This is an optimization exercise on Yosys and OpenROAD, whose aim is small area, not a production implementation. In this exercise RTL edits were held to simulation tests only and were not proved equivalent to the original. No activity file was given, so power comes from the tool's default toggle rates.

==> v5 <==
==> flow/design.v (excerpt) <==
module screen(input wire clk, input wire rst, output [3:0] vgaRed, output [3:0] vgaGreen,
    output [3:0] vgaBlue, output hsync, output vsync,
    input [2:0] color, input [3:0] blockcommand, input isenter, input choosing,
    input [4:0] keyboardcommand, input ischanged, input auto, output [15:0] led, output isdone);
clock: 16.0 ns
lec_check: 0
cap_margin: 0
core_margin: 2
core_utilization: 45
cts_buf_list: sky130_fd_sc_hd__clkbuf_4
place_density: 0.6
slew_margin: 0
standard.sh (not shown) runs the stock make flow with config.mk's settings and CLKGATE_MAP_FILE= SYNTH_SCRIPT=/design/flow/synth_recipe.tcl, a recipe that flattens the netlist after the stock synthesis.
==> flow/flow/run.sh <==
#!/bin/bash
# Own layout flow: the standard synthesis, then an area re-mapping of the
# combinational logic (flip-flops untouched), then the standard flow from
# floorplan to finish with a lighter clock tree and port buffers.
set -euo pipefail
W=$(pwd)
F=$W/flow
YOSYS=${FLOW_HOME}/../tools/install/yosys/bin/yosys
[[ -x $YOSYS ]] || YOSYS=yosys
PLAT=${FLOW_PLATFORM:-sky130hd}
LIB=${FLOW_HOME}/platforms/$PLAT/lib/sky130_fd_sc_hd__tt_025C_1v80.lib
R=$W/orfs/results/$PLAT/screen/base

# 1. standard synthesis
bash standard.sh synth > $W/log_1_synth.txt 2>&1

# 2. area re-mapping of the logic between the flip-flops
cp $R/1_2_yosys.v $W/std_1_2_yosys.v
DU=$(sed -n '/DONT_USE_CELLS/,/^$/p' ${FLOW_HOME}/platforms/$PLAT/config.mk | grep -o 'sky130_fd_sc_hd__[A-Za-z0-9_]*' | sed 's/^/-dont_use /' | tr '\n' ' ')
sed -e "s|@LIB@|$LIB|g" -e "s|@IN@|$W/std_1_2_yosys.v|" -e "s|@TOP@|${FLOW_TOP:-screen}|" \
    -e "s|@ABC@|$F/area.abc|" -e "s|@OUT@|$W/reopt_1_2_yosys.v|g" -e "s|@DONTUSE@|$DU|" $F/reopt.ys > $W/reopt.ys
$YOSYS -s $W/reopt.ys > $W/log_2_reopt.txt 2>&1
cp $W/reopt_1_2_yosys.v $R/1_2_yosys.v
touch $R/1_2_yosys.v

# 3. the standard flow from the re-mapped netlist
bash standard.sh \
  "CTS_ARGS=-sink_clustering_enable -repair_clock_nets -buf_list sky130_fd_sc_hd__clkbuf_4 -dont_use_dummy_load -sink_clustering_size 6 -sink_clustering_max_diameter 60" \
  "BUFFER_PORTS_ARGS=-buffer_cell sky130_fd_sc_hd__buf_1" \
  finish > $W/log_3_finish.txt 2>&1
==> flow/flow/area.abc <==
&get -n
&deepsyn -T 120
&put
strash
dch
map -a
mfs2
strash
&get -n
&deepsyn -T 120
&put
strash
dch
map -a
mfs2
strash
&get -n
&deepsyn -T 120
&put
strash
dch
map -a
mfs2
strash
&get -n
&deepsyn -T 120
&put
strash
dch
map -a
mfs2
strash
dch
map -a
topo
==> flow/flow/reopt.ys <==
# Re-map the standard synthesis's logic for area. The flip-flop cells are kept as
# they are (blackboxes: same instances, names and cell types); only the
# combinational cells between them are rebuilt by ABC.
read_liberty -ignore_miss_func @LIB@
blackbox sky130_fd_sc_hd__df* sky130_fd_sc_hd__edf* sky130_fd_sc_hd__sdf* sky130_fd_sc_hd__sedf* sky130_fd_sc_hd__dl*
read_verilog @IN@
hierarchy -top @TOP@
flatten
opt -purge
abc -liberty @LIB@ @DONTUSE@ -script @ABC@
read_liberty -lib -overwrite -ignore_miss_func @LIB@
opt_clean -purge
setundef -zero
hilomap -singleton -hicell sky130_fd_sc_hd__conb_1 HI -locell sky130_fd_sc_hd__conb_1 LO
splitnets
opt_clean -purge
insbuf -buf sky130_fd_sc_hd__buf_4 A X
check -assert -mapped
tee -o @OUT@.stat stat -liberty @LIB@
write_verilog -noattr -nohex -nodec @OUT@
==> v27: changes against v5 <==
==> flow/flow/area.abc (replaced) <==
&get -n
&deepsyn -T 120
&put
&get -n
&st
&dch
&nf -R 1000 -a -p
&put
mfs2
&get -n
&deepsyn -T 120
&put
&get -n
&st
&dch
&nf -R 1000 -a -p
&put
mfs2
&get -n
&deepsyn -T 120
&put
&get -n
&st
&dch
&nf -R 1000 -a -p
&put
mfs2
&get -n
&deepsyn -T 120
&put
&get -n
&st
&dch
&nf -R 1000 -a -p
&put
mfs2
&get -n
&st
&dch
&nf -R 1000 -a -p
&put
mfs2
&get -n
&st
&dch
&nf -R 1000 -a -p
&put
mfs2
&get -n
&st
&dch
&nf -R 1000 -a -p
&put
topo
--- a/flow/flow/reopt.ys
+++ b/flow/flow/reopt.ys
@@ -16,3 +16,3 @@
 opt_clean -purge
-insbuf -buf sky130_fd_sc_hd__buf_4 A X
+insbuf -buf sky130_fd_sc_hd__buf_1 A X
 check -assert -mapped
--- a/flow/config.mk
+++ b/flow/config.mk
@@ -9,5 +9,6 @@
 export CORE_MARGIN = 2
-export CORE_UTILIZATION = 45
+export CORE_UTILIZATION = 60
 export CTS_BUF_LIST = sky130_fd_sc_hd__clkbuf_4
-export PLACE_DENSITY = 0.6
+export GPL_TIMING_DRIVEN = 0
+export PLACE_DENSITY = 0.75
 export SLEW_MARGIN = 0
==> v30: changes against v5 <==
==> flow/flow/area.abc (replaced) <==
&get -n
&deepsyn -T 120
&put
&get -n
&st
&dch
&nf -R 1000 -a -p
&put
mfs2
&get -n
&deepsyn -T 120
&put
&get -n
&st
&dch
&nf -R 1000 -a -p
&put
mfs2
&get -n
&deepsyn -T 120
&put
&get -n
&st
&dch
&nf -R 1000 -a -p
&put
mfs2
&get -n
&deepsyn -T 120
&put
&get -n
&st
&dch
&nf -R 1000 -a -p
&put
mfs2
&get -n
&st
&dch
&nf -R 1000 -a -p
&put
mfs2
&get -n
&st
&dch
&nf -R 1000 -a -p
&put
mfs2
&get -n
&st
&dch
&nf -R 1000 -a -p
&put
topo
--- a/flow/flow/reopt.ys
+++ b/flow/flow/reopt.ys
@@ -16,3 +16,3 @@
 opt_clean -purge
-insbuf -buf sky130_fd_sc_hd__buf_4 A X
+insbuf -buf sky130_fd_sc_hd__buf_1 A X
 check -assert -mapped
--- a/flow/config.mk
+++ b/flow/config.mk
@@ -11,2 +11,3 @@
 export CTS_BUF_LIST = sky130_fd_sc_hd__clkbuf_4
+export GPL_TIMING_DRIVEN = 0
 export PLACE_DENSITY = 0.6
==> summary.txt <==
Outcome
  • Status: no timing/DRC/antenna violations

Placed design
  • DP Worst Slack: 5.819 ns

Global routing
  • M2 GR Usage: 61.87%

Final layout
  • Final cell utilization of the core: 49.00%

Setup path
  • FF-to-FF path depth: 26

Power and ir drop
  • Leakage: 6.357 nW

Drt
  • Via/cell ratio: 6.957
-- figures above: v5

==> summary.txt <==
Outcome
  • Status: failed layout checks
  • SO Viols: capacitance limit, slew limit

Setup path
  • FF-to-FF path depth: 24

Flow run
  • Max Cap Viol: 1

STA
  • Max-slew violation count: 11
-- figures above: v27

==> summary.txt <==
Floorplan
  • N_taps: 518

Final layout
  • Invs w/o clock: 40

Placed design
  • DP Worst Slack: 4.818 ns

Power and ir drop
  • Leakage: 6.554 nW

Drt
  • Via/cell ratio: 7.152

Setup path
  • FF-to-FF path depth: 23

Outcome
  • Status: no timing/DRC/antenna violations

Global routing
  • M2 GR Usage: 54.60%
-- figures above: v30

what the ideal ports hide:
Ports are ideal in the flow. The routed layouts listed here were re-timed in OpenROAD.
Step 1: set_driving_cell puts a clkbuf_16 on clk and a buf_2 on each other input, an assumption about the parent block.
Step 2 moves the port delays by t, midway between the first and last clock arrival at a register: inputs arrive t later, outputs are due t later. That takes back most of the time a late clock gives input paths.
Slacks: ideal / step 1 / step 2; pairs: ideal / step 1.
| run | shift t [ns] | setup WS [ns] | latest minus earliest clock arrival (ns) | pins driven straight from the clock port |
|---|---|---|---|---|
| v5 | 0.855 | 5.420 / 5.368 / 5.620 | 0.135 / 0.135 | 1 |
| v27 | 0.739 | 3.939 / 3.892 / 4.631 | 0.126 / 0.126 | 1 |
| v30 | 0.790 | 4.564 / 4.517 / 4.612 | 0.160 / 0.160 | 1 |
